What follows belongs to an exercise in optimizing a design on an open flow for small area and a short achievable clock period; a production flow would make more cautious choices. Function was checked by simulation only, so behaviour that the tests miss may differ from the original. No activity file was given, so power comes from the tool's default toggle rates.

===== config.mk =====
export PLATFORM = sky130hd
export DESIGN_NAME = processor_arm
export DESIGN_NICKNAME = processor_arm
export VERILOG_FILES = /design/flow/design.v
export SDC_FILE = /design/flow/constraint.sdc
export NUM_CORES = 4
export LEC_CHECK = 0
export CAP_MARGIN = 20
export CORE_MARGIN = 2
export CORE_UTILIZATION = 65
export CTS_BUF_LIST = sky130_fd_sc_hd__clkbuf_4
export SETUP_SLACK_MARGIN = 5
export SLEW_MARGIN = 20
export SYNTH_HIERARCHICAL = 1

===== constraint.sdc =====
create_clock -name core_clock -period 17.0 [get_ports {CLOCK_50}]
set_input_delay 3.4000 -clock core_clock [delete_from_list [all_inputs] [get_ports {CLOCK_50}]]
set_output_delay 3.4000 -clock core_clock [all_outputs]
set_load 0.01 [all_outputs]

===== design.v =====
module ao222n (input  logic s0, d0, s1, d1, s2, d2,
               output logic y);
    assign y = ~((s0 & d0) | (s1 & d1) | (s2 & d2));
endmodule
module ao22 (input  logic we, d, wen, q,
             output logic y);
    assign y = (we & d) | (wen & q);
endmodule
module nand11 (input  logic [10:0] n,
               output logic y);
    assign y = ~&n;
endmodule
module dec5 (input  logic [4:0] a,
             output logic [30:0] y);
    always_comb
        for (int k = 0; k < 31; k++) y[k] = a == k;
endmodule
module carryx #(parameter L = 9)
              (input  logic [L-1:0] a, b,
               input  logic s,
               output logic e);
    logic [L-1:0] G, T;
    always_comb begin
        G = a & b;
        T = a | b;
        for (int k = 1; k < L; k = k * 2)
            for (int i = L-1; i >= k; i--) begin
                G[i] = G[i] | (T[i] & G[i-k]);
                T[i] = T[i] & T[i-k];
            end
        e = G[L-1] ^ s;
    end
endmodule
module addlo #(parameter L = 9)
             (input  logic [L-1:0] a, b,
              output logic [L-1:0] y);
    assign y = a + b;
endmodule
module prefand #(parameter W = 55)
               (input  logic [W-1:0] w,
                output logic [W-1:0] T);
    always_comb begin
        T = {w[W-2:0], 1'b1};
        for (int k = 1; k < W; k = k * 2)
            for (int i = W-1; i >= k; i--)
                T[i] = T[i] & T[i-k];
    end
endmodule
module flipand (input  logic h, t, e,
                output logic y);
    assign y = h ^ (t & e);
endmodule
module addsx #(parameter W = 64, L = 9, C = 1)
             (input  logic [W-1:0] a,
              input  logic [L-1:0] b,
              output logic [W-1:0] y);
    localparam H = W - L;
    logic [C-1:0] e;
    logic [H-1:0] T;
    addlo   #(L) lo (.a(a[L-1:0]), .b(b), .y(y[L-1:0]));
    prefand #(H) pr (.w(a[W-1:L] ^ {H{b[L-1]}}), .T(T));
    genvar i;
    for (i = 0; i < C; i++) begin : g_c
        carryx #(L) c (.a(a[L-1:0]), .b(b), .s(b[L-1]), .e(e[i]));
    end
    for (i = 0; i < H; i++) begin : g_hi
        flipand f (.h(a[L+i]), .t(T[i]), .e(e[i * C / H]), .y(y[L+i]));
    end
endmodule
module bkadd #(parameter W = 64)
             (input  logic [W-1:0] a, b,
              input  logic cin,
              output logic [W-1:0] s, g, p);
    logic [W-1:0] G, P;
    always_comb begin
        g = a & b;
        p = a ^ b;
        G = g;
        P = p;
        G[0] = g[0] | (p[0] & cin);
        for (int l = 0; (1 << l) < W; l++)
            for (int i = (2 << l) - 1; i < W; i += (2 << l)) begin
                G[i] = G[i] | (P[i] & G[i - (1 << l)]);
                P[i] = P[i] & P[i - (1 << l)];
            end
        for (int l = 5; l >= 0; l--)
            for (int i = 3 * (1 << l) - 1; i < W; i += (2 << l)) begin
                G[i] = G[i] | (P[i] & G[i - (1 << l)]);
                P[i] = P[i] & P[i - (1 << l)];
            end
        s[0] = p[0] ^ cin;
        for (int i = 1; i < W; i++) s[i] = p[i] ^ G[i-1];
    end
endmodule
module alu #(parameter N = 64)
            (input  logic [N-1:0] a, b,
             input  logic [10:0] op,
             output logic [N-1:0] result);
    logic [N-1:0] sum, g, p;
    bkadd #(N) add (.a(a), .b(b ^ {N{op[9]}}), .cin(op[9]), .s(sum), .g(g), .p(p));
    assign result = op[3] ? sum : (g | ({N{op[8]}} & p));
endmodule
module processor_arm #(parameter N = 64)
                      (input  logic CLOCK_50, reset,
                       input  logic ExtIRQ,
                       output logic [N-1:0] IM_addr,
                       input  logic [31:0] IM_readData,
                       output logic [N-1:0] DM_writeData, DM_addr,
                       input  logic [N-1:0] DM_readData,
                       output logic DM_writeEnable, DM_readEnable,
                       output logic ExtIAck);
    logic [31:0] instr;
    logic [10:0] op;
    assign instr = IM_readData;
    assign op    = instr[31:21];
    logic isR, isLD, isST, isCBZ, isBR, isERET, isMRS, valid;
    assign isR    = (op == 11'b100_0101_1000) | (op == 11'b110_0101_1000) |
                    (op == 11'b100_0101_0000) | (op == 11'b101_0101_0000);
    assign isLD   = op == 11'b111_1100_0010;
    assign isST   = op == 11'b111_1100_0000;
    assign isCBZ  = op[10:3] == 8'b1011_0100;
    assign isERET = op == 11'b110_1011_0100;
    assign isMRS  = op == 11'b110_1010_1001;
    assign isBR   = op == 11'b110_1011_0000;
    assign valid  = isR | isLD | isST | isCBZ | isERET | isMRS | isBR;
    logic regWrite;
    assign regWrite       = (isR | isLD | isMRS) & ~reset;
    assign DM_writeEnable = isST & ~reset;
    assign DM_readEnable  = isLD & ~reset;
    logic [N-1:0] PC, ERR, ELR;
    logic [3:0]   ESR;
    assign IM_addr = PC;
    logic [N*31-1:0] regs;
    logic [N-1:0]    rd1, rd2, wd;
    logic [4:0]      ra1, ra2, wa;
    assign ra1 = instr[9:5];
    assign ra2 = instr[25] ? instr[20:16] : instr[4:0];
    assign wa  = instr[4:0];
    genvar i, b;
    for (i = 0; i < 31; i++) begin : g_reg
        logic         we, wen;
        logic [N-1:0] d;
        assign we  = regWrite && wa == i;
        assign wen = ~we;
        for (b = 0; b < N; b++) begin : g_hold
            ao22 h (.we(we), .d(wd[b]), .wen(wen), .q(regs[i*N + b]), .y(d[b]));
        end
        always_ff @(posedge CLOCK_50)
            regs[i*N +: N] <= d;
    end
    logic [30:0] sel1 [0:3];
    logic [30:0] sel2 [0:1];
    for (i = 0; i < 4; i++) begin : g_dec1
        dec5 d1 (.a(ra1), .y(sel1[i]));
    end
    for (i = 0; i < 2; i++) begin : g_dec2
        dec5 d2 (.a(ra2), .y(sel2[i]));
    end
    for (b = 0; b < N; b++) begin : g_bit
        logic [10:0] n1, n2;
        logic [30:0] s1, s2;
        assign s1 = sel1[b / 16];
        assign s2 = sel2[b / 32];
        for (i = 0; i < 10; i++) begin : g_grp
            ao222n c1 (.s0(s1[3*i]),   .d0(regs[(3*i)*N + b]),
                       .s1(s1[3*i+1]), .d1(regs[(3*i+1)*N + b]),
                       .s2(s1[3*i+2]), .d2(regs[(3*i+2)*N + b]), .y(n1[i]));
            ao222n c2 (.s0(s2[3*i]),   .d0(regs[(3*i)*N + b]),
                       .s1(s2[3*i+1]), .d1(regs[(3*i+1)*N + b]),
                       .s2(s2[3*i+2]), .d2(regs[(3*i+2)*N + b]), .y(n2[i]));
        end
        assign n1[10] = ~(s1[30] & regs[30*N + b]);
        assign n2[10] = ~(s2[30] & regs[30*N + b]);
        nand11 o1 (.n(n1), .y(rd1[b]));
        nand11 o2 (.n(n2), .y(rd2[b]));
    end
    addsx #(N, 9, 4) AGU (.a(rd1), .b(instr[20:12]), .y(DM_addr));
    assign DM_writeData = rd2;
    logic [N-1:0] aluRes, excData;
    alu #(N) ALU (.a(rd1), .b(rd2), .op(op), .result(aluRes));
    always_comb
        case (instr[13:12])
            2'b00:   excData = ERR;
            2'b01:   excData = ELR;
            2'b10:   excData = {{(N-4){1'b0}}, ESR};
            default: excData = '0;
        endcase
    assign wd = ~instr[28] ? aluRes : (instr[26] ? excData : DM_readData);
    logic         zero, cbzTaken, regTaken, atVec, irq, eproc;
    logic [18:0]  incr;
    logic [N-3:0] seqHi;
    logic [N-1:0] seqPC, nextPC;
    assign zero     = ~(|rd2);
    assign cbzTaken = isCBZ & zero;
    assign regTaken = (isBR | isERET) & zero;
    assign incr     = cbzTaken ? instr[23:5] : 19'd1;
    addsx #(N-2, 19, 1) PCADD (.a(PC[N-1:2]), .b(incr), .y(seqHi));
    assign seqPC    = {seqHi, PC[1:0]};
    assign nextPC   = regTaken ? (instr[23] ? ERR : rd1) : seqPC;
    assign atVec   = PC == 64'hD8;
    assign irq     = ExtIRQ & ~atVec;
    assign eproc   = (irq | ~valid) & ~reset;
    assign ExtIAck = ExtIRQ & atVec;
    always_ff @(posedge CLOCK_50, posedge reset)
        if (reset)      PC <= '0;
        else if (eproc) PC <= 64'hD8;
        else            PC <= nextPC;
    always_ff @(posedge CLOCK_50, posedge reset)
        if (reset) begin
            ERR <= '0;
            ELR <= '0;
            ESR <= '0;
        end else if (eproc) begin
            ERR <= nextPC;
            ELR <= PC;
            ESR <= irq ? 4'd1 : 4'd2;
        end
endmodule

===== run.sh =====
#!/bin/bash
# synth_recipe.tcl (not shown) runs the flow's synth.tcl, then flattens the netlist and writes it again
# the make line also repeats each setting of config.mk as NAME=value (left out here)
make -C /OpenROAD-flow-scripts/flow DESIGN_CONFIG=/design/flow/config.mk WORK_HOME=/design/flow/orfs CLKGATE_MAP_FILE= SYNTH_SCRIPT=/design/flow/synth_recipe.tcl finish

==> results of run 1 <==
==> report_power, final <==
part	leakage [nW]	internal (mW)	switching, mW	total, mW
sequential	18.6	5.13	0.0204	5.15
combinational	21.8	0.178	0.560	0.738
clock	4.11	2.35	2.23	4.57
==> state kept, by name (all words and copies together), names as in the netlist <==
register  cells
ESR           2
PC           64
ELR          64
ERR          64
regs       1984
==> cell type report <==
class,count,area [um2],area share
multi-input combinational,6253,51900,0.461
sequential,2178,44600,0.396
clock buffer,811,6090,0.0542
timing repair buffer,673,6010,0.0534
tap,1930,2410,0.0215
clock inverter,127,796,0.00708
inverter,162,616,0.00548
antenna,28,70.1,0.000623
==> final timing paths <==
kind / end / slack, ps / cells past startpoint
setup reg to reg: ERR[51]$_DFFE_PP0P_ / 9170 / 19
setup / recovery: ERR[51]$_DFFE_PP0P_ / 4780 / 24
min in group asynchronous: PC[18]$_DFF_PP0_ / 2730 / 2
max in group asynchronous: ELR[0]$_DFFE_PP0P_ / 12120 / 4
hold / removal: regs[692]$_DFF_P_ / 500 / 1
hold reg to reg: regs[692]$_DFF_P_ / 500 / 1
==> per-layer routing <==
layer / part of all wire / vias up / GRT usage
met5: 0.0037 / - / 0.0660
met4: 0.10 / 64 / 0.450
met3: 0.21 / 3529 / 0.359
met1: 0.32 / 48500 / 0.688
li1: - / 40300 / -
met2: 0.37 / 11800 / 0.750
==> critical path: stages <==
cell and delay [ps]:
clkdlybuf4s50_1 850, mux2_2 590, nand2b_1 680, nor2_4 370
buf_16 280, a222oi_1 300, nand4_1 310, or3_1 620
nor4_2 1000, nand4_1 710, nor4_2 470, nor2b_1 180
buf_4 260, and2_2 180, buf_4 580, xor2_1 380
nand3_2 230, or4_4 760, nor4b_1 370, nand2_1 120
xnor2_1 160, a21oi_1 140, a31oi_1 80, mux2_1 350
==> repair_timing <==
item	CTS	global route
setup endpoints to repair	55	102
hold buffers	0	0
pin swaps	13	19
setup buffers	10	8
gates cloned	0	2
resized for setup	44	51
==> cells in the final DEF, fill, tap and decap left out, drive strengths merged, types with 280 or more instances in the layout <==
cell              n
nor2            358
nand4           286
buf             389
a21oi           288
clkbuf          813
nand2           364
clkdlybuf4s50   280
dfxtp          1984
a222oi         1281
a22o           1988
==> key figures, run 1 <==
Outcome
  • Status: finished with violations
  • Failing Checks: max-capacitance violations, max-slew violations

Finish
  • Layout fillers: 10,300
  • Net total in the final layout: just over 10,000
  • Layout-stage area growth over the synthesis result: 16.7%
  • Final Instance Area: ~110,000 um2
  • Share of post-route cells with drive strength above 1: 0.170
  • Number of non-filler instances in the completed layout: between 10,000 and 15,000
  • Core utilization of the finished layout: 0.762

Drt
  • Residual DRC count: 0
  • Number of DRC markers in iteration 0: roughly 28,000
  • Detailed Route WL: around 470,000 um
  • Via count: 104,000
  • Routed wire length per instance: roughly 38 um
  • Vias per cell: about 8.6
  • Antenna violation net count after detailed routing: 0
  • Number of iterations in the first detailed-routing pass: 23

Floorplanning
  • Site row count: 141
  • Overall die width: 389 um
  • Area of the core: 147,000 um2
  • Number of top-level pins: 294
  • Starting Density: 0.653
  • Die Footprint: approximately 150,000 um2
  • Vert. Die Dim: 389 um

Synth
  • Post-synthesis cell count: roughly 9,000
  • Post-Syn Area per Cell: 11.0 um2
  • Post-synthesis instance area: roughly 96,000 um2
  • Synth Net Count: ~9,000
  • Number of warnings reported in the yosys synthesis log: 15

Global route
  • Global-route wire length before repair: 660,000 um
  • Pin count of the biggest net entering global routing: 72
  • Initial antenna violation count: just over 40
  • Via count of the first global-routing pass: 98,600
  • Grt total ovfl: 0
  • Total global-route track usage: 0.585

Placed design
  • GPL Wtd Cong: 1.07
  • Placement-stage cell area: 105,000 um2
  • Placement-stage worst setup slack: between 4000 and 5000 ps
  • Port-buffer cells: 293
  • HPWL after detailed placement: approximately 280,000 um
  • Post-placement cell count: 11,200

Timing
  • Fin crit period: approximately 12,000 ps
  • Highest clock rate: 81.9 MHz
  • Rel. slew slack: -0.155
  • Transition at the pin with the smallest max-transition slack: between 1500 and 2000 ps
  • Hold Violations, Final: 0
  • RSZ-0062 raised after global routing: false
  • Worst Setup Slack, final: about 4800 ps
  • Post-route setup TNS: 0 ps
  • Final worst clock skew: 152 ps
  • Final setup fails: 0
  • Hold Slack: ~500 ps
  • Fraction of the cycle the final worst path needs: 0.719
  • Number of max-slew violations in the final report: 3

CTS
  • Buffer depth of the longest clock path: 4
  • Sink Count: ~2,200
  • Clock insertion delay at the later pin of the skew report: 1410 ps
  • Clock transition at the register clock pins on the worst setup and hold paths after CTS: approximately 60 ps
  • TritonCTS Buffers: roughly 570
  • Depth of the CTS H-tree: 6
  • Root Driver: clkbuf_4
  • Clock tree from TritonCTS: yes

Power
  • Static leakage: roughly 45 nW
  • Worst-case vdd ir drop: 74.7 uV
  • Power Density: 93.0 nW/um2
  • Overall power after layout: between 10 and 15 mW

Critical path
  • Start point of the critical path: IM_readData[2]
  • Arrival time of the worst setup path: 13,440 ps
  • Req. time, crit path: 18,220 ps
  • Capturing element type of the critical path: flop
  • Crit Path Max Fanout: 49
  • Startpoint of the worst-slack reg-to-reg timing path: regs[1555]$_DFF_P_
  • Worst setup path class: in2reg
  • Launching element type of the critical path: input port

Worst hold path
  • Source of the worst hold timing path: regs[692]$_DFF_P_
  • Path category of the worst min-delay check: reg2reg

Flow run
  • Max-capacitance violation count: 1
==> run 2: changes to the inputs <==
--- a/design.v
+++ b/design.v
@@ -67,37 +67,43 @@
         flipand f (.h(a[L+i]), .t(T[i]), .e(e[i * C / H]), .y(y[L+i]));
     end
 endmodule
-module bkadd #(parameter W = 64)
-             (input  logic [W-1:0] a, b,
-              input  logic cin,
-              output logic [W-1:0] s, g, p);
+module pgen #(parameter W = 64)
+            (input  logic [W-1:0] a, b,
+             output logic [W-1:0] g, p);
+    assign g = a & b;
+    assign p = a ^ b;
+endmodule
+module carries #(parameter W = 64)
+               (input  logic [W-1:0] g, p,
+                input  logic cin,
+                output logic [W-1:0] c);
     logic [W-1:0] G, P;
     always_comb begin
-        g = a & b;
-        p = a ^ b;
         G = g;
         P = p;
         G[0] = g[0] | (p[0] & cin);
         for (int l = 0; (1 << l) < W; l++)
-            for (int i = (2 << l) - 1; i < W; i += (2 << l)) begin
-                G[i] = G[i] | (P[i] & G[i - (1 << l)]);
-                P[i] = P[i] & P[i - (1 << l)];
-            end
-        for (int l = 5; l >= 0; l--)
-            for (int i = 3 * (1 << l) - 1; i < W; i += (2 << l)) begin
-                G[i] = G[i] | (P[i] & G[i - (1 << l)]);
-                P[i] = P[i] & P[i - (1 << l)];
-            end
-        s[0] = p[0] ^ cin;
-        for (int i = 1; i < W; i++) s[i] = p[i] ^ G[i-1];
-    end
+            for (int i = 0; i < W; i++)
+                if (((i >> l) & 1) == 1) begin
+                    G[i] = G[i] | (P[i] & G[((i >> l) << l) - 1]);
+                    P[i] = P[i] & P[((i >> l) << l) - 1];
+                end
+        c = {G[W-2:0], cin};
+    end
+endmodule
+module sumx #(parameter W = 64)
+            (input  logic [W-1:0] p, c,
+             output logic [W-1:0] s);
+    assign s = p ^ c;
 endmodule
 module alu #(parameter N = 64)
             (input  logic [N-1:0] a, b,
              input  logic [10:0] op,
              output logic [N-1:0] result);
-    logic [N-1:0] sum, g, p;
-    bkadd #(N) add (.a(a), .b(b ^ {N{op[9]}}), .cin(op[9]), .s(sum), .g(g), .p(p));
+    logic [N-1:0] sum, g, p, c;
+    pgen    #(N) pg (.a(a), .b(b ^ {N{op[9]}}), .g(g), .p(p));
+    carries #(N) cr (.g(g), .p(p), .cin(op[9]), .c(c));
+    sumx    #(N) sm (.p(p), .c(c), .s(sum));
     assign result = op[3] ? sum : (g | ({N{op[8]}} & p));
 endmodule
 module processor_arm #(parameter N = 64)
@@ -149,18 +155,16 @@
             regs[i*N +: N] <= d;
     end
     logic [30:0] sel1 [0:3];
-    logic [30:0] sel2 [0:1];
-    for (i = 0; i < 4; i++) begin : g_dec1
+    logic [30:0] sel2 [0:3];
+    for (i = 0; i < 4; i++) begin : g_dec
         dec5 d1 (.a(ra1), .y(sel1[i]));
-    end
-    for (i = 0; i < 2; i++) begin : g_dec2
         dec5 d2 (.a(ra2), .y(sel2[i]));
     end
     for (b = 0; b < N; b++) begin : g_bit
         logic [10:0] n1, n2;
         logic [30:0] s1, s2;
         assign s1 = sel1[b / 16];
-        assign s2 = sel2[b / 32];
+        assign s2 = sel2[b / 16];
         for (i = 0; i < 10; i++) begin : g_grp
             ao222n c1 (.s0(s1[3*i]),   .d0(regs[(3*i)*N + b]),
                        .s1(s1[3*i+1]), .d1(regs[(3*i+1)*N + b]),
==> flow/run.sh (new file) <==
#!/bin/bash
# Layout flow: the standard synthesis, then the standard ORFS layout with
#  - small buffers on the ports,
#  - a clock tree of clkbuf_8 on clusters of up to 16 flip-flops, no dummy loads.
set -euo pipefail
bash standard.sh synth > synth.log 2>&1
bash standard.sh SETUP_SLACK_MARGIN=6.5 \
  "BUFFER_PORTS_ARGS=-buffer_cell sky130_fd_sc_hd__buf_2" \
  "CTS_ARGS=-sink_clustering_enable -repair_clock_nets -buf_list sky130_fd_sc_hd__clkbuf_8 -dont_use_dummy_load -sink_clustering_size 16 -sink_clustering_max_diameter 50" \
  finish > layout.log 2>&1
==> standard.sh (new file) <==
#!/bin/bash
# synth_recipe.tcl (not shown) runs the flow's synth.tcl, then flattens the netlist and writes it again
# the make line also repeats each setting of config.mk as NAME=value (left out here)
make -C /OpenROAD-flow-scripts/flow DESIGN_CONFIG=/design/flow/config.mk WORK_HOME=/design/flow/orfs CLKGATE_MAP_FILE= SYNTH_SCRIPT=/design/flow/synth_recipe.tcl "${@:-finish}"
--- a/config.mk
+++ b/config.mk
@@ -7,8 +7,6 @@
 export LEC_CHECK = 0
 export CAP_MARGIN = 20
 export CORE_MARGIN = 2
-export CORE_UTILIZATION = 65
-export CTS_BUF_LIST = sky130_fd_sc_hd__clkbuf_4
-export SETUP_SLACK_MARGIN = 5
+export CORE_UTILIZATION = 50
 export SLEW_MARGIN = 20
 export SYNTH_HIERARCHICAL = 1
removed: run.sh
==> run 2 against run 1 <==
Largest power group unchanged; critical path type is now in2out; sequential cell count did not move; highest routed layer unchanged; the run now finishes clean; final area rose by 0.50%; die area rose by 31%; combinational power rose by 17%; first-iteration DRC count fell by 7.8%; clock power fell by 35%.
==> key figures, run 2 <==
Critical path
  • Req. time, crit path: 13,600 ps
  • Cells along the critical path: buf_16 > buf_12 > nand3_1 > nor2_1 > buf_4 > a222oi_1 > nand4_1 > or3_1 > buf_4 > xor2_4 > nand4_1 > buf_4 > nor3_2 > nand4_4 > buf_8 > clkbuf_16 > nor3_4 > nand2_1 > xnor2_1 > buf_2
  • Start point of the critical path: IM_readData[5]
  • Startpoint of the worst-slack reg-to-reg timing path: regs[768]$_DFF_P_
  • Worst reg2reg setup slack: 10,300 ps
  • Critical Path Slowest Stage Cell: or3_1
  • Most common cell type on the critical path: buf_4
  • Number of cells on the critical path: 20
  • Kind of cell adding the most delay to the critical path: simple AND/OR/NAND/NOR gates
  • Crit Path Max Fanout: 16
  • Worst setup path class: in2out
  • Launching element type of the critical path: input port
  • Capturing element type of the critical path: primary output
  • Buf+Inv Stages, Crit Path: 8
  • Critical path destination: DM_addr[61]
  • Cell count of the worst reg-to-reg path: 23
  • Largest incremental delay on the critical path: 510 ps
  • Arrival time of the worst setup path: roughly 7600 ps
  • Endpoint of the most critical register-to-register path: regs[1398]$_DFF_P_

Timing
  • Fraction of the cycle the final worst path needs: 0.649
  • Final worst clock skew: 123 ps
  • Rel. slew slack: 0.160
  • Transition at the pin with the smallest max-transition slack: 1260 ps
  • Fin crit period: 11,030 ps
  • Hold Violations, Final: 0
  • RSZ-0062 raised after global routing: true
  • Final setup fails: 0
  • Number of max-slew violations in the final report: 0
  • Highest clock rate: 90.6 MHz
  • Post-route setup TNS: 0 ps

Power
  • Static leakage: around 44 nW
  • Power Density: approximately 80 nW/um2
  • Overall power after layout: 8.99 mW
  • Worst-case vdd ir drop: 80.5 uV

Global route
  • Met1 usage: 0.614
  • Total global-route track usage: 0.516
  • Routing layer with the top usage in global route: met2
  • Via count of the first global-routing pass: 96,600
  • Pin count of the biggest net entering global routing: 87
  • Global-route wire length before repair: 739,000 um
  • Grt total ovfl: 0
  • Met2 Resource Use GR: 0.695
  • Initial antenna violation count: 62
  • Global-route track usage on met3: 0.242

CTS
  • Root Driver: clkbuf_8
  • Number of hold buffers added after cts: 0
  • TritonCTS Buffers: approximately 220
  • Depth of the CTS H-tree: 4
  • Buffer depth of the longest clock path: 3
  • Sink Count: 2,178
  • Clock insertion delay at the later pin of the skew report: 1110 ps
  • Clock transition at the register clock pins on the worst setup and hold paths after CTS: 40 ps
  • Clock tree from TritonCTS: yes

Floorplanning
  • Die Footprint: 199,000 um2
  • Site row count: 162
  • Starting Density: 0.502
  • Number of top-level pins: 294
  • Vert. Die Dim: 446 um
  • Overall die width: roughly 450 um
  • Area of the core: 194,000 um2

Placed design
  • HPWL after detailed placement: 332,000 um
  • GPL Wtd Cong: 1.04
  • Port-buffer cells: slightly below 300
  • Post-placement cell count: 12,100

Drt
  • Number of iterations in the first detailed-routing pass: 23
  • Via count: 104,000
  • Vias per cell: about 8.4
  • Routed wire length per instance: 43.5 um
  • Detailed Route WL: 542,000 um
  • Number of DRC markers in iteration 0: 26,100
  • Residual DRC count: 0
  • Antenna violation net count after detailed routing: 0

Synth
  • Number of warnings reported in the yosys synthesis log: 15
  • Post-synthesis cell count: 8,983
  • Post-Syn Area per Cell: 10.9 um2
  • Synth Net Count: 9,174
  • Post-synthesis instance area: 97,500 um2

Finish
  • Most common cell after layout, fill and taps aside: a22o_1
  • Net total in the final layout: 10,100
  • Commonest non-fill, non-tap cells in the layout: a22o_1, dfxtp_1, a222oi_1
  • Number of non-filler instances in the completed layout: 12,500
  • Flip-flop count of the largest register, all copies and words added: roughly 2,000
  • Layout-stage area growth over the synthesis result: 15.9%
  • Most flop-heavy register: regs
  • Share of post-route cells with drive strength above 1: 0.184

Flow run
  • Max-capacitance violation count: 0

Worst hold path
  • Path category of the worst min-delay check: reg2reg

Outcome
  • Status: no timing/DRC/antenna violations
==> run 2: cell count changes in the layout (fill, tap and decap cells not counted), moves of 68 or more <==
| cell | before | now |
|---|---|---|
| buf_2 | 3 | 265 |
| clkinv_1 | 95 | 0 |
| clkdlybuf4s50_1 | 280 | 0 |
| nor2_1 | 246 | 347 |
| nand2_1 | 342 | 267 |
| mux2i_1 | 98 | 3 |
| clkbuf_4 | 813 | 0 |
| clkbuf_8 | 0 | 218 |
| buf_6 | 8 | 76 |
| buf_4 | 365 | 535 |
==> run 2: worst reg2reg max path, delay by kind of cell (launching register included) <==
family / cells / cell delay [ps]
and+or+nand+nor: 5 / 1400
AOI/OAI and AO/OA: 9 / 2910
adders and majority gates: 1 / 340
buffers and inverters: 7 / 1420
xor gates and xnor gates: 1 / 200
DFF: 1 / 340
==> run 2: worst min path at each step <==
stage                                   start  cells after the start             endpoint
final                      ELR[9]$_DFFE_PP0P_                      1   ELR[9]$_DFFE_PP0P_
after global routing       ELR[9]$_DFFE_PP0P_                      1   ELR[9]$_DFFE_PP0P_
after CTS                  ELR[9]$_DFFE_PP0P_                      1   ELR[9]$_DFFE_PP0P_
after detailed placement   regs[1781]$_DFF_P_                      1   regs[1781]$_DFF_P_
after global placement     ELR[4]$_DFFE_PP0P_                      1   ELR[4]$_DFFE_PP0P_
after floorplan           ELR[10]$_DFFE_PP0P_                      1  ELR[10]$_DFFE_PP0P_
==> run 2: cell type report <==
cell class                      count  area, um2
Timing Repair Buffer              930       7420
Fill cell                       16600      81400
Tap cell                         2542       3180
Sequential cell                  2178      44600
Clock buffer                      218       3000
Multi-Input combinational cell   6473      54300
Antenna cell                       29       72.6
Inverter                          104        403
==> run 2: report_power, final <==
part | leakage, nW | switching, mW | internal (mW)
Clock | 1.57 | 1.84 | 1.13
Combinational | 24.1 | 0.660 | 0.205
Sequential | 18.6 | 0.0258 | 5.13
==> run 2: what timing repair did <==
action	CTS	global route
endpoints found under the setup margin	407	994
hold endpoints to repair	0	0
cloned	18	5
buffers inserted	113	37
pin swaps	131	130
resized for setup	375	154
==> run 2: routing by layer <==
| metal | vias up | wire (um) |
|---|---|---|
| met5 | - | 633 |
| met4 | 42 | 58900 |
| met3 | 3015 | 94700 |
| met2 | 10500 | 208000 |
| met1 | 50000 | 180000 |
| li1 | 40800 | - |
==> run 2: metrics by stage <==
step | setup slack, ps | util | hold slack, ps | instance area (um2)
2_1_floorplan | 6900 | - | 459 | 97500
3_3_place_gp | 4120 | 0.541 | 467 | 105000
3_5_place_dp | 4080 | 0.542 | 476 | 105000
4_1_cts | 6210 | 0.574 | 490 | 112000
5_1_grt | 6010 | 0.581 | 497 | 113000
6_report | 5970 | 0.581 | 491 | 113000
==> run 3: changes to the inputs <==
--- a/design.v
+++ b/design.v
@@ -6,9 +6,25 @@
              output logic y);
     assign y = (we & d) | (wen & q);
 endmodule
+module and4g (input  logic [3:0] a,
+              output logic y);
+    assign y = &a;
+endmodule
+module and3g (input  logic [2:0] a,
+              output logic y);
+    assign y = &a;
+endmodule
+module nand3g (input  logic [2:0] a,
+               output logic y);
+    assign y = ~&a;
+endmodule
 module nand11 (input  logic [10:0] n,
                output logic y);
-    assign y = ~&n;
+    logic [2:0] m;
+    and4g  g0 (.a(n[3:0]), .y(m[0]));
+    and4g  g1 (.a(n[7:4]), .y(m[1]));
+    and3g  g2 (.a(n[10:8]), .y(m[2]));
+    nand3g g3 (.a(m), .y(y));
 endmodule
 module dec5 (input  logic [4:0] a,
              output logic [30:0] y);
--- a/config.mk
+++ b/config.mk
@@ -6,7 +6,10 @@
 export NUM_CORES = 4
 export LEC_CHECK = 0
 export CAP_MARGIN = 20
+export CELL_PAD_IN_SITES_DETAIL_PLACEMENT = 1
+export CELL_PAD_IN_SITES_GLOBAL_PLACEMENT = 1
 export CORE_MARGIN = 2
 export CORE_UTILIZATION = 50
+export PLACE_DENSITY = 0.55
 export SLEW_MARGIN = 20
 export SYNTH_HIERARCHICAL = 1
==> run 3 against run 2 <==
The layout now fails its checks (max-capacitance violations, max-slew violations); global-route usage fell by 0.78 points; clock skew rose by 11 ps; final cell count rose by 0.57%; first-iteration DRC count fell by 18%; final area rose by 0.59%; critical path depth did not move; clock-buffer cell count fell by 1; clock power barely moved; setup slack improved by 25 ps; largest power group unchanged.
==> key figures, run 3 <==
Power
  • Power Density: 79.1 nW/um2
  • Static leakage: 42.8 nW
  • Worst-case vdd ir drop: ~70 uV

Finish
  • Net total in the final layout: between 10,000 and 15,000
  • Area taken by multi-input logic gates: 54,800 um2
  • Most common cell after layout, fill and taps aside: a22o_1
  • Flip-flop count of the largest register, all copies and words added: 1,984
  • Commonest non-fill, non-tap cells in the layout: a22o_1, dfxtp_1, a222oi_1
  • Layout-stage area growth over the synthesis result: 15.8%
  • Footprint of the flip-flops and latches: 44,600 um2
  • Most flop-heavy register: regs
  • Layout fillers: ~20,000
  • Share of post-route cells with drive strength above 1: 0.190

Drt
  • Antenna violation net count after detailed routing: 0
  • Vias per cell: 8.35
  • Number of DRC markers in iteration 0: roughly 21,000
  • Detailed Route WL: ~540,000 um
  • Number of iterations in the first detailed-routing pass: 19
  • Via count: 105,000
  • Routed wire length per instance: 42.8 um
  • Residual DRC count: 0

Timing
  • Post-route setup TNS: 0 ps
  • Fin crit period: ~11,000 ps
  • RSZ-0062 raised after global routing: true
  • Number of max-slew violations in the final report: 6
  • Hold Violations, Final: 0
  • Worst Setup Slack, final: 5990 ps
  • Rel. slew slack: -0.209
  • Fraction of the cycle the final worst path needs: 0.647
  • Final setup fails: 0
  • Transition at the pin with the smallest max-transition slack: 1810 ps
  • Final worst clock skew: between 100 and 150 ps
  • Highest clock rate: 90.9 MHz

Worst hold path
  • Path category of the worst min-delay check: reg2reg

Synth
  • Post-synthesis cell count: about 9,000
  • Post-synthesis instance area: 98,200 um2
  • Synth Net Count: 9,174
  • Post-Syn Area per Cell: around 11 um2
  • Number of warnings reported in the yosys synthesis log: 15

Floorplanning
  • Vert. Die Dim: 447 um
  • Die Footprint: 200,000 um2
  • Starting Density: 0.503
  • Area of the core: 195,000 um2
  • Site row count: about 160
  • Overall die width: 447 um
  • Number of top-level pins: between 200 and 300

Outcome
  • Status: finished with violations
  • Failing Checks: max-capacitance violations, max-slew violations

Global route
  • Global-route wire length before repair: 746,000 um
  • Via count of the first global-routing pass: 102,000
  • Pin count of the biggest net entering global routing: 79
  • Grt total ovfl: 0
  • Total global-route track usage: 0.508
  • Initial antenna violation count: 33

CTS
  • Root Driver: clkbuf_8
  • Clock insertion delay at the later pin of the skew report: 1100 ps
  • TritonCTS Buffers: 217
  • Depth of the CTS H-tree: 4
  • Clock tree from TritonCTS: yes
  • Clock transition at the register clock pins on the worst setup and hold paths after CTS: 50 ps
  • Sink Count: 2,178
  • Buffer depth of the longest clock path: 3

Critical path
  • Worst setup path class: in2out
  • Crit Path Max Fanout: 16
  • Arrival time of the worst setup path: approximately 7600 ps
  • Capturing element type of the critical path: primary output
  • Req. time, crit path: 13,600 ps
  • Launching element type of the critical path: input port

Placed design
  • GPL Wtd Cong: 1.03
  • Placement-stage worst setup slack: 4090 ps
  • HPWL after detailed placement: between 300,000 and 400,000 um
  • Port-buffer cells: 293

Flow run
  • Max-capacitance violation count: 2
-- run 3: metal layers --
layer | global-route usage | wire length [um]
met1 | 0.609 | 186000
met2 | 0.705 | 212000
met3 | 0.233 | 88600
met4 | 0.380 | 49300
met5 | 0.00293 | 408
-- run 3: layout make-up --
type,count,area share
Tap cell,2624,0.0289
Inverter,104,0.00352
Sequential cell,2178,0.392
Timing Repair Buffer,931,0.0668
Antenna cell,18,0.000396
Multi-Input combinational cell,6473,0.482
Clock buffer,217,0.0263
-- run 3: through the flow --
stage | power, mW | hold slack [ps] | util | cells | instance area (um2)
after floorplan | 5.65 | 459 | - | 8983 | 98200
after global placement | 5.99 | 468 | 0.543 | 12100 | 106000
after detailed placement | 6.00 | 478 | 0.544 | 12100 | 106000
after CTS | 8.87 | 491 | 0.575 | 12500 | 112000
after global routing | 9.16 | 512 | 0.583 | 12500 | 114000
final | 8.99 | 492 | 0.583 | 12500 | 114000
-- run 3: path summary, 6_finish.rpt --
check                                   start             endpoint  slack, ps  cells past startpoint
min in group asynchronous               reset   ELR[6]$_DFFE_PP0P_       2540                      2
setup reg to reg              regs[8]$_DFF_P_  ERR[61]$_DFFE_PP0P_      10060                     22
max in group asynchronous               reset  ERR[46]$_DFFE_PP0P_      12470                      4
hold / removal             ESR[1]$_DFFE_PP0P_   ESR[1]$_DFFE_PP0P_        490                      1
hold reg to reg            ESR[1]$_DFFE_PP0P_   ESR[1]$_DFFE_PP0P_        490                      1
setup / recovery               IM_readData[8]          DM_addr[52]       5990                     20
-- run 3: power breakdown --
group          total [mW]  leakage, nW  switching (mW)  internal [mW]
Sequential           5.15         18.6          0.0225           5.13
Combinational       0.880         22.6           0.671          0.210
Clock                2.96         1.56            1.84           1.12
-- run 3: worst max-delay path, stage by stage --
cell and delay (ps):
buf_12 170, buf_16 210, nand3b_1 190, buf_4 160
nor2_1 50, buf_4 220, a222oi_1 490, and4_4 360
nand3_4 290, xor2_4 300, nand3_4 170, nor4_4 350
buf_12 170, buf_6 100, nand3_4 120, buf_4 170
nor3_2 90, nand2_1 110, xnor2_1 250, buf_2 180
-- run 3: timing repair --
| item | CTS | global route |
|---|---|---|
| pin swaps | 79 | 76 |
| hold buffers | 0 | 0 |
| cloned | 15 | 6 |
| gates resized for setup | 349 | 221 |
| endpoints found under the setup margin | 238 | 779 |
| buffers inserted | 113 | 51 |
==> run 4: changes to the inputs <==
==> flow/run.sh (replaced) <==
#!/bin/bash
# Layout flow: the standard synthesis, then the standard ORFS layout with
#  - small buffers on the ports,
#  - a clock tree of clkbuf_8 on clusters of up to 16 flip-flops, no dummy loads,
#  - no gate cloning in the repair after global routing (a clone can overload
#    its driver once the nets are routed).
set -euo pipefail
CTS="-sink_clustering_enable -repair_clock_nets -buf_list sky130_fd_sc_hd__clkbuf_8 -dont_use_dummy_load -sink_clustering_size 16 -sink_clustering_max_diameter 50"
bash standard.sh synth > synth.log 2>&1
bash standard.sh SETUP_SLACK_MARGIN=6.5 \
  "BUFFER_PORTS_ARGS=-buffer_cell sky130_fd_sc_hd__buf_2" "CTS_ARGS=$CTS" \
  cts > layout_cts.log 2>&1
bash standard.sh SETUP_SLACK_MARGIN=6.5 SKIP_GATE_CLONING=1 \
  "BUFFER_PORTS_ARGS=-buffer_cell sky130_fd_sc_hd__buf_2" "CTS_ARGS=$CTS" \
  finish > layout.log 2>&1
--- a/config.mk
+++ b/config.mk
@@ -5,11 +5,11 @@
 export SDC_FILE = /design/flow/constraint.sdc
 export NUM_CORES = 4
 export LEC_CHECK = 0
-export CAP_MARGIN = 20
+export CAP_MARGIN = 30
 export CELL_PAD_IN_SITES_DETAIL_PLACEMENT = 1
 export CELL_PAD_IN_SITES_GLOBAL_PLACEMENT = 1
 export CORE_MARGIN = 2
 export CORE_UTILIZATION = 50
 export PLACE_DENSITY = 0.55
-export SLEW_MARGIN = 20
+export SLEW_MARGIN = 30
 export SYNTH_HIERARCHICAL = 1
==> run 4 against run 3 <==
Now clean on timing, DRC and antenna; sequential cell count unchanged; routed wire length decreased by 0.24%; sequential share of layout area about the same; clock power decreased by 1%; utilization decreased by 0.065 points; largest power group unchanged; highest routed layer unchanged.
==> key figures, run 4 <==
Power
  • Sequential Power Share: 0.576
  • Power Density: 78.7 nW/um2
  • Share of power burned in the clock network: 0.327
  • Proportion of total power due to net switching: 0.280
  • Internal: 6.43 mW
  • Switch Pwr: 2.51 mW
  • Static leakage: 42.7 nW
  • Worst-case vdd ir drop: 75.0 uV
  • Combinational power share: 0.097

Timing
  • Number of max-slew violations in the final report: 0
  • Rel. slew slack: 0.210
  • Worst Setup Slack, final: 6080 ps
  • RSZ-0062 raised after global routing: true
  • Transition at the pin with the smallest max-transition slack: 1180 ps
  • Final worst clock skew: 125 ps
  • Fin crit period: 10,920 ps
  • Final setup fails: 0
  • Fraction of the cycle the final worst path needs: 0.642
  • Highest clock rate: approximately 92 MHz
  • Post-route setup TNS: 0 ps
  • Hold Violations, Final: 0

Floorplanning
  • Area of the core: approximately 190,000 um2
  • Die Footprint: 200,000 um2
  • Overall die width: 447 um
  • Site row count: 162
  • Starting Density: 0.503
  • Number of top-level pins: 294
  • Vert. Die Dim: 447 um

Critical path
  • Largest incremental delay on the critical path: approximately 430 ps
  • Capturing element type of the critical path: primary output
  • Arrival time of the worst setup path: about 7500 ps
  • Cells along the critical path: buf_16 > buf_16 > or2_4 > buf_4 > nor2_4 > buf_12 > a222oi_1 > and4_1 > nand3_2 > xor2_1 > nand3_2 > buf_4 > nor3_2 > nand3_1 > nor3_1 > nand2_1 > xnor2_1 > buf_2
  • Launching element type of the critical path: input port
  • Crit Path Max Fanout: 8
  • Worst setup path class: in2out
  • Req. time, crit path: 13,600 ps
  • Critical Path Slowest Stage Cell: and4_1

CTS
  • Number of hold buffers added after cts: 0
  • Clock transition at the register clock pins on the worst setup and hold paths after CTS: 80 ps
  • Depth of the CTS H-tree: 4
  • Clock tree from TritonCTS: yes
  • Buffer depth of the longest clock path: 3
  • Sink Count: 2,178
  • Root Driver: clkbuf_8
  • Clock insertion delay at the later pin of the skew report: approximately 1100 ps
  • TritonCTS Buffers: 212

Synth
  • Post-synthesis cell count: 8,983
  • Post-Syn Area per Cell: about 11 um2
  • Synth Net Count: 9,174
  • Number of warnings reported in the yosys synthesis log: 15
  • Post-synthesis instance area: between 90,000 and 100,000 um2

Global route
  • Pin count of the biggest net entering global routing: 79
  • Initial antenna violation count: 39
  • Via count of the first global-routing pass: 101,000
  • Total global-route track usage: 0.508
  • Grt total ovfl: 0
  • Global-route wire length before repair: 746,000 um

Drt
  • Number of DRC markers in iteration 0: roughly 22,000
  • Vias per cell: between 8 and 9
  • Number of iterations in the first detailed-routing pass: 15
  • Residual DRC count: 0
  • Routed wire length per instance: 42.6 um
  • Antenna violation net count after detailed routing: 0
  • Via count: 105,000
  • Detailed Route WL: between 500,000 and 600,000 um

Worst hold path
  • Path category of the worst min-delay check: reg2reg

Finish
  • Net total in the final layout: 10,100
  • Footprint of the flip-flops and latches: 44,600 um2
  • Share of post-route cells with drive strength above 1: 0.188
  • Most common cell after layout, fill and taps aside: a22o_1
  • Commonest non-fill, non-tap cells in the layout: a22o_1, dfxtp_1, a222oi_1
  • Most flop-heavy register: regs
  • Final Instance Area: about 110,000 um2
  • Flip-flop count of the largest register, all copies and words added: about 2,000
  • Layout-stage area growth over the synthesis result: 15.7%
  • Area taken by multi-input logic gates: 54,700 um2
  • Layout fillers: 20,500

Placed design
  • Placement-stage worst setup slack: 4090 ps
  • Placement-stage cell area: 106,000 um2
  • HPWL after detailed placement: 328,000 um
  • GPL Wtd Cong: 1.03
  • Port-buffer cells: 293

Outcome
  • Status: no timing/DRC/antenna violations

Flow run
  • Max-capacitance violation count: 0
==> run 4: cell type report <==
| class | count | share of cell area |
|---|---|---|
| Antenna cell | 28 | 0.000617 |
| Clock buffer | 212 | 0.0257 |
| Inverter | 104 | 0.00350 |
| Multi-Input combinational cell | 6471 | 0.482 |
| Sequential cell | 2178 | 0.393 |
| Tap cell | 2624 | 0.0289 |
| Timing Repair Buffer | 934 | 0.0666 |
==> run 4: power groups by stage <==
stage	Clock [mW]	Sequential [mW]	Combinational (mW)
2_1_floorplan	0	5.26	0.394
3_3_place_gp	0	5.26	0.725
3_5_place_dp	0	5.27	0.742
4_1_cts	2.89	5.15	0.793
5_1_grt	3.08	5.15	0.873
6_report	2.92	5.15	0.869
==> run 4: per-stage QoR <==
stage	hold WS, ps	util	std cells	power [mW]
6_report	493	0.582	12600	8.94
5_1_grt	511	0.582	12500	9.11
4_1_cts	494	0.575	12500	8.83
3_5_place_dp	478	0.544	12100	6.01
3_3_place_gp	468	0.543	12100	5.99
2_1_floorplan	459	-	8983	5.65
==> run 4: per-layer routing <==
layer	wire, um	global-route usage	share of wire
met3	88500	0.229	0.17
met5	864	0.0105	0.0016
met1	185000	0.612	0.35
met2	212000	0.704	0.40
met4	48500	0.381	0.091
==> run 4: what timing repair did <==
item | CTS | global route
gates cloned | 22 | 0
gates resized for setup | 383 | 174
pin swaps | 96 | 45
setup endpoints to repair | 205 | 176
buffers inserted | 117 | 41
==> run 4: critical path: cells and delay by family <==
family	cells	cell delay, ps
buffers and inverters	6	1040
XOR/XNOR	2	490
AO/OA/AOI/OAI	1	400
AND/OR/NAND/NOR	9	2150
==> run 4: worst paths after layout <==
kind / start / slack (ps) / cells past startpoint / end
worst min register to register: ELR[3]$_DFFE_PP0P_ / 490 / 1 / ELR[3]$_DFFE_PP0P_
worst max-delay path: IM_readData[9] / 6080 / 18 / DM_addr[30]
max in group asynchronous: reset / 12410 / 4 / ERR[46]$_DFFE_PP0P_
worst max register to register: regs[198]$_DFF_P_ / 10120 / 22 / ERR[62]$_DFFE_PP0P_
min in group asynchronous: reset / 2520 / 2 / ERR[3]$_DFFE_PP0P_
worst min-delay path: ELR[3]$_DFFE_PP0P_ / 490 / 1 / ELR[3]$_DFFE_PP0P_
==> run 5: changes to the inputs <==
==> flow/run.sh (replaced) <==
#!/bin/bash
# Layout flow: the standard synthesis, then the standard ORFS layout with
#  - small buffers on the ports,
#  - a clock tree of clkbuf_8 on clusters of up to 16 flip-flops, no dummy loads,
#  - no gate cloning in timing repair (a clone can overload its driver once
#    the nets are routed).
set -euo pipefail
CTS="-sink_clustering_enable -repair_clock_nets -buf_list sky130_fd_sc_hd__clkbuf_8 -dont_use_dummy_load -sink_clustering_size 16 -sink_clustering_max_diameter 50"
bash standard.sh synth > synth.log 2>&1
bash standard.sh SETUP_SLACK_MARGIN=6.5 SKIP_GATE_CLONING=1 \
  "BUFFER_PORTS_ARGS=-buffer_cell sky130_fd_sc_hd__buf_2" "CTS_ARGS=$CTS" \
  cts > layout_cts.log 2>&1
bash standard.sh SETUP_SLACK_MARGIN=6.5 SKIP_GATE_CLONING=1 \
  "BUFFER_PORTS_ARGS=-buffer_cell sky130_fd_sc_hd__buf_2" "CTS_ARGS=$CTS" \
  finish > layout.log 2>&1
==> run 5 against run 4 <==
Still clean on timing, DRC and antenna; sequential cell count did not move; sequential power about the same; hold slack improved by 1.8 ps; non-clock buffer count is 2 lower; global-route usage decreased by 0.97 points; synthesized cell count is the same; utilization is 0.055 points lower; register-to-register slack about the same; combinational power decreased by 1%; total power is 0.13% lower; sequential share of layout area hardly changed; highest routed layer unchanged.
==> key figures, run 5 <==
Timing
  • Fraction of the cycle the final worst path needs: 0.648
  • Final worst clock skew: 118 ps
  • Rel. slew slack: 0.187
  • Worst Setup Slack, final: 5980 ps
  • Post-route setup TNS: 0 ps
  • RSZ-0062 raised after global routing: true
  • Final setup fails: 0
  • Hold Violations, Final: 0
  • Highest clock rate: 90.7 MHz
  • Number of max-slew violations in the final report: 0
  • Hold Slack: 495 ps
  • Transition at the pin with the smallest max-transition slack: between 1000 and 1500 ps
  • Fin crit period: 11,020 ps

Placed design
  • HPWL after detailed placement: between 300,000 and 400,000 um
  • Port-buffer cells: between 200 and 300
  • Placement-stage worst setup slack: just over 4000 ps
  • GPL Wtd Cong: 1.03

Outcome
  • Status: no timing/DRC/antenna violations

Critical path
  • Worst setup path class: in2out
  • Critical path destination: DM_addr[63]
  • Cell count of the worst reg-to-reg path: 21
  • Arrival time of the worst setup path: 7620 ps
  • Capturing element type of the critical path: primary output
  • Crit Path Max Fanout: 16
  • Launching element type of the critical path: input port
  • Worst reg2reg setup slack: 10,130 ps
  • Start point of the critical path: IM_readData[6]
  • Req. time, crit path: 13,600 ps
  • Startpoint of the worst-slack reg-to-reg timing path: regs[401]$_DFF_P_
  • Endpoint of the most critical register-to-register path: regs[950]$_DFF_P_

Synth
  • Post-Syn Area per Cell: 10.9 um2
  • Post-synthesis cell count: 8,983
  • Post-synthesis instance area: 98,200 um2
  • Number of warnings reported in the yosys synthesis log: 15
  • Synth Net Count: 9,174

CTS
  • TritonCTS Buffers: 212
  • Sink Count: approximately 2,200
  • Root Driver: clkbuf_8
  • Buffer depth of the longest clock path: 3
  • Number of hold buffers added after cts: 0
  • Depth of the CTS H-tree: 4
  • Clock transition at the register clock pins on the worst setup and hold paths after CTS: 80 ps
  • Clock insertion delay at the later pin of the skew report: 1090 ps
  • Clock tree from TritonCTS: yes

Power
  • Worst-case vdd ir drop: 74.9 uV
  • Proportion of total power due to net switching: 0.280
  • Switch Pwr: 2.50 mW
  • Combinational power share: 0.096
  • Share of power burned in the clock network: 0.327
  • Power Density: 78.7 nW/um2
  • Internal: 6.43 mW
  • Static leakage: around 43 nW
  • Sequential Power Share: 0.577

Finish
  • Layout fillers: ~20,000
  • Area taken by multi-input logic gates: between 50,000 and 60,000 um2
  • Flip-flop count of the largest register, all copies and words added: 1,984
  • Share of post-route cells with drive strength above 1: 0.188
  • Net total in the final layout: between 10,000 and 15,000
  • Commonest non-fill, non-tap cells in the layout: a22o_1, dfxtp_1, a222oi_1
  • Layout-stage area growth over the synthesis result: 15.6%
  • Most flop-heavy register: regs
  • Most common cell after layout, fill and taps aside: a22o_1
  • Footprint of the flip-flops and latches: 44,600 um2

Floorplanning
  • Area of the core: 195,000 um2
  • Site row count: 162
  • Number of top-level pins: 294
  • Vert. Die Dim: 447 um
  • Die Footprint: 200,000 um2
  • Overall die width: 447 um
  • Starting Density: 0.503

Drt
  • Vias per cell: around 8.3
  • Residual DRC count: 0
  • Via count: 105,000
  • Detailed Route WL: 533,000 um
  • Number of DRC markers in iteration 0: 22,600
  • Antenna violation net count after detailed routing: 0
  • Number of iterations in the first detailed-routing pass: 17
  • Routed wire length per instance: 42.5 um

Global route
  • Total global-route track usage: 0.498
  • Initial antenna violation count: 35
  • Met1 usage: 0.607
  • Via count of the first global-routing pass: 101,000
  • Global-route track usage on met3: 0.216
  • Global-route wire length before repair: between 700,000 and 800,000 um
  • Grt total ovfl: 0
  • Met2 Resource Use GR: 0.693
  • Routing layer with the top usage in global route: met2
  • Pin count of the biggest net entering global routing: 79

Worst hold path
  • Path category of the worst min-delay check: reg2reg

Flow run
  • Max-capacitance violation count: 0
run 5: cell count changes in the layout (fill, tap and decap cells not counted), sizes merged:
cell | previous run | this run
diode | 28 | 17
bufbuf | 1 | 0
clkbuf | 216 | 215
nand3 | 186 | 185
run 5: through the flow:
step | std cells | area [um2] | power (mW) | utilization
floorplan | 8983 | 98200 | 5.65 | -
global placement | 12100 | 106000 | 5.99 | 0.543
detailed placement | 12100 | 106000 | 6.01 | 0.544
CTS | 12400 | 111000 | 8.81 | 0.568
global route | 12500 | 113000 | 9.11 | 0.582
finish | 12500 | 113000 | 8.93 | 0.582
run 5: routing by layer:
metal	part of all wire	up-vias
li1	-	40700
met1	0.35	51900
met2	0.40	9398
met3	0.17	2507
met4	0.087	28
met5	0.00057	-
run 5: repair_timing:
action / CTS / global route
setup endpoints to repair: 205 / 147
pin swaps: 42 / 55
setup buffers: 76 / 102
endpoints found under the hold margin: 0 / 0
gates resized for setup: 218 / 300
run 5: area by class of cell:
class | count | share of cell area
Multi-Input combinational cell | 6470 | 0.483
Sequential cell | 2178 | 0.393
Timing Repair Buffer | 932 | 0.0659
Tap cell | 2624 | 0.0289
Clock buffer | 212 | 0.0257
Inverter | 104 | 0.00351
Antenna cell | 17 | 0.000375
run 5: worst min-delay path by stage:
stage,depth (start not counted),from,slack [ps],endpoint
after floorplan,1,ELR[10]$_DFFE_PP0P_,460,ELR[10]$_DFFE_PP0P_
after global placement,1,ELR[2]$_DFFE_PP0P_,470,ELR[2]$_DFFE_PP0P_
after detailed placement,1,regs[1734]$_DFF_P_,480,regs[1734]$_DFF_P_
after CTS,1,ELR[9]$_DFFE_PP0P_,490,ELR[9]$_DFFE_PP0P_
after global routing,1,ELR[9]$_DFFE_PP0P_,510,ELR[9]$_DFFE_PP0P_
final,1,ELR[3]$_DFFE_PP0P_,500,ELR[3]$_DFFE_PP0P_
run 5: critical path, stage by stage:
cell,delay (ps)
buf_6,100
buf_12,160
buf_16,180
or3b_4,400
nor2_4,60
buf_12,180
buf_4,150
a222oi_1,310
and4_1,400
nand3_2,260
xor2_1,260
nand3_1,200
nor4_4,260
buf_6,190
nand4_4,250
nor4_2,240
nand2_1,120
xnor2_1,220
buf_2,180
run 5: power by group through the flow:
stage | Combinational, mW | Clock [mW] | Sequential, mW
after global placement | 0.725 | 0 | 5.26
after detailed placement | 0.742 | 0 | 5.27
after floorplan | 0.394 | 0 | 5.26
after CTS | 0.771 | 2.89 | 5.15
final | 0.859 | 2.92 | 5.15
after global routing | 0.866 | 3.09 | 5.15
==> run 6: changes to the inputs <==
--- a/design.v
+++ b/design.v
@@ -171,16 +171,18 @@
             regs[i*N +: N] <= d;
     end
     logic [30:0] sel1 [0:3];
-    logic [30:0] sel2 [0:3];
-    for (i = 0; i < 4; i++) begin : g_dec
+    logic [30:0] sel2 [0:1];
+    for (i = 0; i < 4; i++) begin : g_dec1
         dec5 d1 (.a(ra1), .y(sel1[i]));
+    end
+    for (i = 0; i < 2; i++) begin : g_dec2
         dec5 d2 (.a(ra2), .y(sel2[i]));
     end
     for (b = 0; b < N; b++) begin : g_bit
         logic [10:0] n1, n2;
         logic [30:0] s1, s2;
         assign s1 = sel1[b / 16];
-        assign s2 = sel2[b / 16];
+        assign s2 = sel2[b / 32];
         for (i = 0; i < 10; i++) begin : g_grp
             ao222n c1 (.s0(s1[3*i]),   .d0(regs[(3*i)*N + b]),
                        .s1(s1[3*i+1]), .d1(regs[(3*i+1)*N + b]),
--- a/config.mk
+++ b/config.mk
@@ -9,7 +9,7 @@
 export CELL_PAD_IN_SITES_DETAIL_PLACEMENT = 1
 export CELL_PAD_IN_SITES_GLOBAL_PLACEMENT = 1
 export CORE_MARGIN = 2
-export CORE_UTILIZATION = 50
-export PLACE_DENSITY = 0.55
+export CORE_UTILIZATION = 58
+export PLACE_DENSITY = 0.62
 export SLEW_MARGIN = 30
 export SYNTH_HIERARCHICAL = 1
==> run 6 against run 5 <==
The layout now fails its checks (max-capacitance violations, max-slew violations); utilization rose by 9.5 points; synthesized cell count decreased by 2.2%; setup slack worse by 880 ps; critical path depth did not move; clock-buffer cell count shrank 21; combinational power down 2%; sequential power is essentially flat; non-clock buffer count fell by 101; fmax shrank 7.4%; largest cell class unchanged; largest power group unchanged.
==> key figures, run 6 <==
Drt
  • Via count: 108,000
  • Number of DRC markers in iteration 0: roughly 29,000
  • Detailed-route wire length on metal 1: 173,000 um
  • Detailed Route WL: 540,000 um
  • Total length of routed met3 wires: 109,000 um
  • Number of iterations in the first detailed-routing pass: 17
  • Topmost layer with routed signal wires: met5
  • Routed wire length per instance: 45.5 um
  • Antenna violation net count after detailed routing: 0
  • Routed met2 length: 204,000 um
  • Vias per cell: 9.09
  • Residual DRC count: 0

Global route
  • Pin count of the biggest net entering global routing: 79
  • Global-route wire length before repair: between 700,000 and 800,000 um
  • Grt total ovfl: 0
  • Initial antenna violation count: 35
  • Total global-route track usage: 0.564
  • Via count of the first global-routing pass: 102,000

Critical path
  • Endpoint of the most critical register-to-register path: PC[26]$_DFF_PP0_
  • Startpoint of the worst-slack reg-to-reg timing path: regs[624]$_DFF_P_
  • Worst setup path class: in2out
  • Arrival time of the worst setup path: 8500 ps
  • Crit Path Max Fanout: 13
  • Cell count of the worst reg-to-reg path: 20
  • Launching element type of the critical path: input port
  • Capturing element type of the critical path: primary output
  • Worst reg2reg setup slack: approximately 9400 ps
  • Req. time, crit path: 13,600 ps

CTS
  • Depth of the CTS H-tree: 4
  • Clock insertion delay at the later pin of the skew report: between 1000 and 1500 ps
  • Root Driver: clkbuf_8
  • Sink Count: 2,178
  • TritonCTS Buffers: between 150 and 200
  • Buffer depth of the longest clock path: 3
  • Clock tree from TritonCTS: yes
  • Clock transition at the register clock pins on the worst setup and hold paths after CTS: 90 ps
  • Number of hold buffers added after cts: 0

Timing
  • Highest clock rate: 84.0 MHz
  • Fraction of the cycle the final worst path needs: 0.700
  • Fin crit period: 11,900 ps
  • Hold Violations, Final: 0
  • Worst Setup Slack, final: between 5000 and 6000 ps
  • Final setup fails: 0
  • RSZ-0062 raised after global routing: true
  • Hold Slack: 507 ps
  • Final worst clock skew: 119 ps
  • Rel. slew slack: -0.346
  • Number of max-slew violations in the final report: 4
  • Transition at the pin with the smallest max-transition slack: 2000 ps
  • Post-route setup TNS: 0 ps

Synth
  • Post-Syn Area per Cell: approximately 11 um2
  • Post-synthesis instance area: 96,900 um2
  • Number of warnings reported in the yosys synthesis log: 15
  • Post-synthesis cell count: 8,789
  • Synth Net Count: 8,980

Floorplanning
  • Vert. Die Dim: 413 um
  • Site row count: approximately 150
  • Overall die width: about 410 um
  • Area of the core: 165,000 um2
  • Die Footprint: between 150,000 and 200,000 um2
  • Number of top-level pins: roughly 300
  • Starting Density: 0.586

Finish
  • Commonest non-fill, non-tap cells in the layout: a22o_1, dfxtp_1, a222oi_1
  • Layout fillers: 16,600
  • Area taken by multi-input logic gates: 54,700 um2
  • Most common cell after layout, fill and taps aside: a22o_1
  • Most flop-heavy register: regs
  • Net total in the final layout: 9,832
  • Share of post-route cells with drive strength above 1: 0.190
  • Core utilization of the finished layout: 0.677
  • Number of non-filler instances in the completed layout: 11,900
  • Layout-stage area growth over the synthesis result: 15.6%
  • Footprint of the flip-flops and latches: ~45,000 um2
  • Flip-flop count of the largest register, all copies and words added: 1,984

Outcome
  • Failing Checks: max-capacitance violations, max-slew violations
  • Status: finished with violations

Worst hold path
  • Hold-critical path depth: 1
  • Path category of the worst min-delay check: reg2reg
  • Source of the worst hold timing path: regs[293]$_DFF_P_
  • Worst hold endpoint: regs[293]$_DFF_P_

Power
  • Worst-case vdd ir drop: 85.3 uV
  • Power Density: 78.8 nW/um2
  • Static leakage: 43.2 nW

Placed design
  • HPWL after detailed placement: between 200,000 and 300,000 um
  • GPL Wtd Cong: 1.02
  • Port-buffer cells: roughly 290
  • Placement-stage worst setup slack: 3790 ps
  • Post-placement cell count: 11,400

Flow run
  • Max-capacitance violation count: 2
==> run 6: where the power goes <==
part           leakage [nW]  internal, mW  total, mW  switching (mW)
clock                  1.37         0.997       2.82            1.82
combinational          23.2         0.191      0.843           0.652
sequential             18.6          5.13       5.15          0.0247
total                  43.2          6.31       8.82            2.50
==> run 6: cell type report <==
type	instances	share of cell area
Timing Repair Buffer	831	0.0600
Clock buffer	191	0.0235
Tap cell	2189	0.0245
Antenna cell	25	0.000559
Inverter	137	0.00463
Sequential cell	2178	0.398
Multi-Input combinational cell	6302	0.489
==> run 6: worst max-delay path by stage <==
stage / slack (ps) / cells past startpoint / start / to
global placement: 3730 / 25 / IM_readData[25] / ERR[51]$_DFFE_PP0P_
global route: 5220 / 20 / IM_readData[6] / DM_addr[60]
CTS: 6290 / 19 / IM_readData[6] / DM_addr[55]
floorplan: 6560 / 5 / reset / regs[1024]$_DFF_P_
finish: 5100 / 19 / IM_readData[6] / DM_addr[57]
detailed placement: 3790 / 25 / IM_readData[25] / ERR[51]$_DFFE_PP0P_
==> run 6: through the flow <==
| stage | cell area, um2 | total power [mW] |
|---|---|---|
| finish | 112000 | 8.82 |
| global route | 112000 | 8.91 |
| CTS | 110000 | 8.57 |
| detailed placement | 104000 | 5.94 |
| global placement | 104000 | 5.92 |
| floorplan | 96900 | 5.62 |
==> run 6: worst max-delay path: stages <==
cell and delay (ps):
buf_6 100, buf_12 140, buf_16 170, buf_16 170, nand3_4 170, nor2_1 90
buf_6 180, buf_4 160, a222oi_1 370, and4_4 360, nand3_4 190, xor2_2 760
nand4_1 300, nor3_4 660, nand4_4 350, and2b_2 330, nand2_2 90, xnor2_4 310
buf_6 160
==> run 6: per-layer routing <==
layer | up-vias | global-route usage
met5 | - | 0.0209
li1 | 39500 | -
met1 | 51900 | 0.671
met2 | 12200 | 0.760
met4 | 60 | 0.382
met3 | 4015 | 0.320
==> run 6: what timing repair did <==
action                     CTS  global route
hold endpoints to repair     0             0
pin swaps                   99           135
gates resized for setup    443           277
gates cloned                 0             0
setup endpoints to repair  170           153
setup buffers              108            91
==> run 7: changes to the inputs <==
==> flow/run.sh (replaced) <==
#!/bin/bash
# Layout flow: the standard synthesis, then the standard ORFS layout with
#  - small buffers on the ports,
#  - a clock tree of clkbuf_8 on clusters of up to 16 flip-flops, no dummy loads,
#  - no gate cloning in the repair after global routing (a clone can overload
#    its driver once the nets are routed).
set -euo pipefail
CTS="-sink_clustering_enable -repair_clock_nets -buf_list sky130_fd_sc_hd__clkbuf_8 -dont_use_dummy_load -sink_clustering_size 16 -sink_clustering_max_diameter 50"
bash standard.sh synth > synth.log 2>&1
bash standard.sh SETUP_SLACK_MARGIN=7 \
  "BUFFER_PORTS_ARGS=-buffer_cell sky130_fd_sc_hd__buf_2" "CTS_ARGS=$CTS" \
  cts > layout_cts.log 2>&1
bash standard.sh SETUP_SLACK_MARGIN=7 SKIP_GATE_CLONING=1 \
  "BUFFER_PORTS_ARGS=-buffer_cell sky130_fd_sc_hd__buf_2" "CTS_ARGS=$CTS" \
  finish > layout.log 2>&1
--- a/config.mk
+++ b/config.mk
@@ -9,7 +9,7 @@
 export CELL_PAD_IN_SITES_DETAIL_PLACEMENT = 1
 export CELL_PAD_IN_SITES_GLOBAL_PLACEMENT = 1
 export CORE_MARGIN = 2
-export CORE_UTILIZATION = 58
-export PLACE_DENSITY = 0.62
+export CORE_UTILIZATION = 50
+export PLACE_DENSITY = 0.55
 export SLEW_MARGIN = 30
 export SYNTH_HIERARCHICAL = 1
==> run 7 against run 6 <==
The run now finishes clean; highest routed layer unchanged; clock power grew 4%; total power grew 1.1%; final area grew 2.0%.
==> key figures, run 7 <==
Placed design
  • GPL Wtd Cong: 1.03
  • Placement-stage cell area: 105,000 um2
  • Placement-stage worst setup slack: 3990 ps
  • Port-buffer cells: 293
  • HPWL after detailed placement: 297,000 um

Timing
  • Rel. slew slack: 0.262
  • Number of max-slew violations in the final report: 0
  • Transition at the pin with the smallest max-transition slack: roughly 1100 ps
  • RSZ-0062 raised after global routing: true
  • Worst Setup Slack, final: 5940 ps
  • Fin crit period: 11,060 ps
  • Post-route setup TNS: 0 ps
  • Highest clock rate: approximately 90 MHz
  • Final setup fails: 0
  • Final worst clock skew: 154 ps
  • Fraction of the cycle the final worst path needs: 0.650
  • Hold Violations, Final: 0

Drt
  • Via count: 101,000
  • Number of DRC markers in iteration 0: 21,700
  • Residual DRC count: 0
  • Number of iterations in the first detailed-routing pass: 13
  • Antenna violation net count after detailed routing: 0
  • Detailed Route WL: 507,000 um
  • Routed wire length per instance: 41.5 um
  • Vias per cell: between 8 and 9

Power
  • Overall power after layout: 8.91 mW
  • Power Density: 78.0 nW/um2
  • Worst-case vdd ir drop: 82.2 uV
  • Static leakage: 43.8 nW

Global route
  • Met1 usage: 0.620
  • Grt total ovfl: 0
  • Global-route wire length before repair: 707,000 um
  • Via count of the first global-routing pass: 98,200
  • Pin count of the biggest net entering global routing: 81
  • Met2 Resource Use GR: 0.665
  • Initial antenna violation count: 23
  • Routing layer with the top usage in global route: met2
  • Total global-route track usage: 0.482
  • Global-route track usage on met3: 0.234

Floorplanning
  • Vert. Die Dim: 444 um
  • Site row count: 161
  • Number of top-level pins: 294
  • Die Footprint: 197,000 um2
  • Overall die width: 444 um
  • Area of the core: around 190,000 um2
  • Starting Density: 0.503

Finish
  • Layout-stage area growth over the synthesis result: 17.9%
  • Flip-flop count of the largest register, all copies and words added: between 1,500 and 2,000
  • Commonest non-fill, non-tap cells in the layout: a22o_1, dfxtp_1, a222oi_1
  • Final Instance Area: 114,000 um2
  • Most flop-heavy register: regs
  • Net total in the final layout: 9,876
  • Most common cell after layout, fill and taps aside: a22o_1
  • Share of post-route cells with drive strength above 1: 0.204
  • Core utilization of the finished layout: 0.593

CTS
  • Sink Count: 2,178
  • Clock tree from TritonCTS: yes
  • Depth of the CTS H-tree: 4
  • TritonCTS Buffers: 213
  • Clock insertion delay at the later pin of the skew report: 1100 ps
  • Buffer depth of the longest clock path: 3
  • Clock transition at the register clock pins on the worst setup and hold paths after CTS: around 50 ps
  • Root Driver: clkbuf_8

Synth
  • Number of warnings reported in the yosys synthesis log: 15
  • Post-synthesis cell count: 8,789
  • Post-synthesis instance area: 96,900 um2
  • Synth Net Count: roughly 9,000
  • Post-Syn Area per Cell: between 10 and 15 um2

Critical path
  • Cell count of the worst reg-to-reg path: 21
  • Launching element type of the critical path: input port
  • Capturing element type of the critical path: primary output
  • Crit Path Max Fanout: 16
  • Worst setup path class: in2out
  • Req. time, crit path: 13,600 ps
  • Arrival time of the worst setup path: 7660 ps

Flow run
  • Max-capacitance violation count: 0

Worst hold path
  • Path category of the worst min-delay check: reg2reg
  • Hold-critical path depth: 1

Outcome
  • Status: no timing/DRC/antenna violations
-- run 7: path summary, 6_finish.rpt --
| kind | endpoint | slack (ps) | startpoint |
|---|---|---|---|
| worst max-delay path | DM_addr[60] | 5940 | IM_readData[5] |
| worst min-delay path | ELR[57]$_DFFE_PP0P_ | 500 | ELR[57]$_DFFE_PP0P_ |
| worst max register to register | ERR[51]$_DFFE_PP0P_ | 10050 | regs[320]$_DFF_P_ |
| worst min register to register | ELR[57]$_DFFE_PP0P_ | 500 | ELR[57]$_DFFE_PP0P_ |
| max in group asynchronous | PC[46]$_DFF_PP0_ | 12740 | reset |
| min in group asynchronous | ELR[28]$_DFFE_PP0P_ | 2740 | reset |
-- run 7: routing by layer --
layer,share of wire,vias to the layer above
met5,0.0011,-
met4,0.058,18
met3,0.18,2001
met2,0.40,8867
met1,0.36,50700
li1,-,39600
-- run 7: what timing repair did --
item	CTS	global route
setup buffers	185	42
gates resized for setup	630	269
pin swaps	129	128
endpoints found under the hold margin	0	0
hold buffers	0	0
endpoints found under the setup margin	245	224
gates cloned	19	0
-- run 7: cell type report --
cell class	instances	area [um2]
fillers	19900	78400
inverters	137	518
clock buffers	213	2930
diodes	15	37.5
multi-input cells	6308	55800
well taps	2526	3160
repair buffers	847	7240
flip-flops and latches	2178	44600
-- run 7: metrics by stage --
stage	hold slack (ps)	instances
final	499	12200
after global routing	515	12200
after CTS	498	12200
after detailed placement	478	11700
after global placement	472	11700
after floorplan	460	8789
-- run 7: power by group --
part | leakage, nW | switching [mW] | internal [mW]
Sequential | 18.6 | 0.0217 | 5.13
Clock | 1.53 | 1.83 | 1.10
Combinational | 23.6 | 0.620 | 0.213
Total | 43.8 | 2.47 | 6.44
-- run 7: worst max-delay path, cell delays in order --
cell,delay [ps]
buf_16,150
buf_16,180
nand3b_1,230
nor2_1,110
buf_6,210
a222oi_1,750
and4_1,360
nand3_4,200
xor2_2,230
nand4_1,300
nor4_4,370
buf_12,190
nand4_4,90
buf_12,170
nor3_4,240
nand2_1,100
xnor2_1,170
buf_2,170

[afterwards: timing with drivers on the ports]
No port has a modelled driver above. Below, the same layouts with a new extraction and two added sets of constraints. Step 1 assumes that a clkbuf_16 drives the clock port and a buf_2 every other input. Step 2 moves the port delays by t, midway between the first and last clock arrival at a register: inputs arrive t later, outputs are due t later. That takes back most of the time a late clock gives input paths. a / b / c = ideal / step 1 / step 2; a / b = the first two.
run	t (ns)	slack for setup (ns)	cell pins on the clock port's net
run 1	1.415	4.784 / 4.792 / 3.377	1
run 2	1.144	5.968 / 5.483 / 5.287	1
run 3	1.124	5.993 / 5.928 / 5.302	1
run 4	1.115	6.082 / 5.965 / 5.350	1
run 5	1.123	5.977 / 5.936 / 5.326	1
run 6	1.079	5.101 / 5.019 / 4.657	1
run 7	1.124	5.942 / 5.877 / 5.390	1
The setup slack of run 1, which loses most, moves by +0.008 ns with the drivers and by -1.407 ns with both steps.
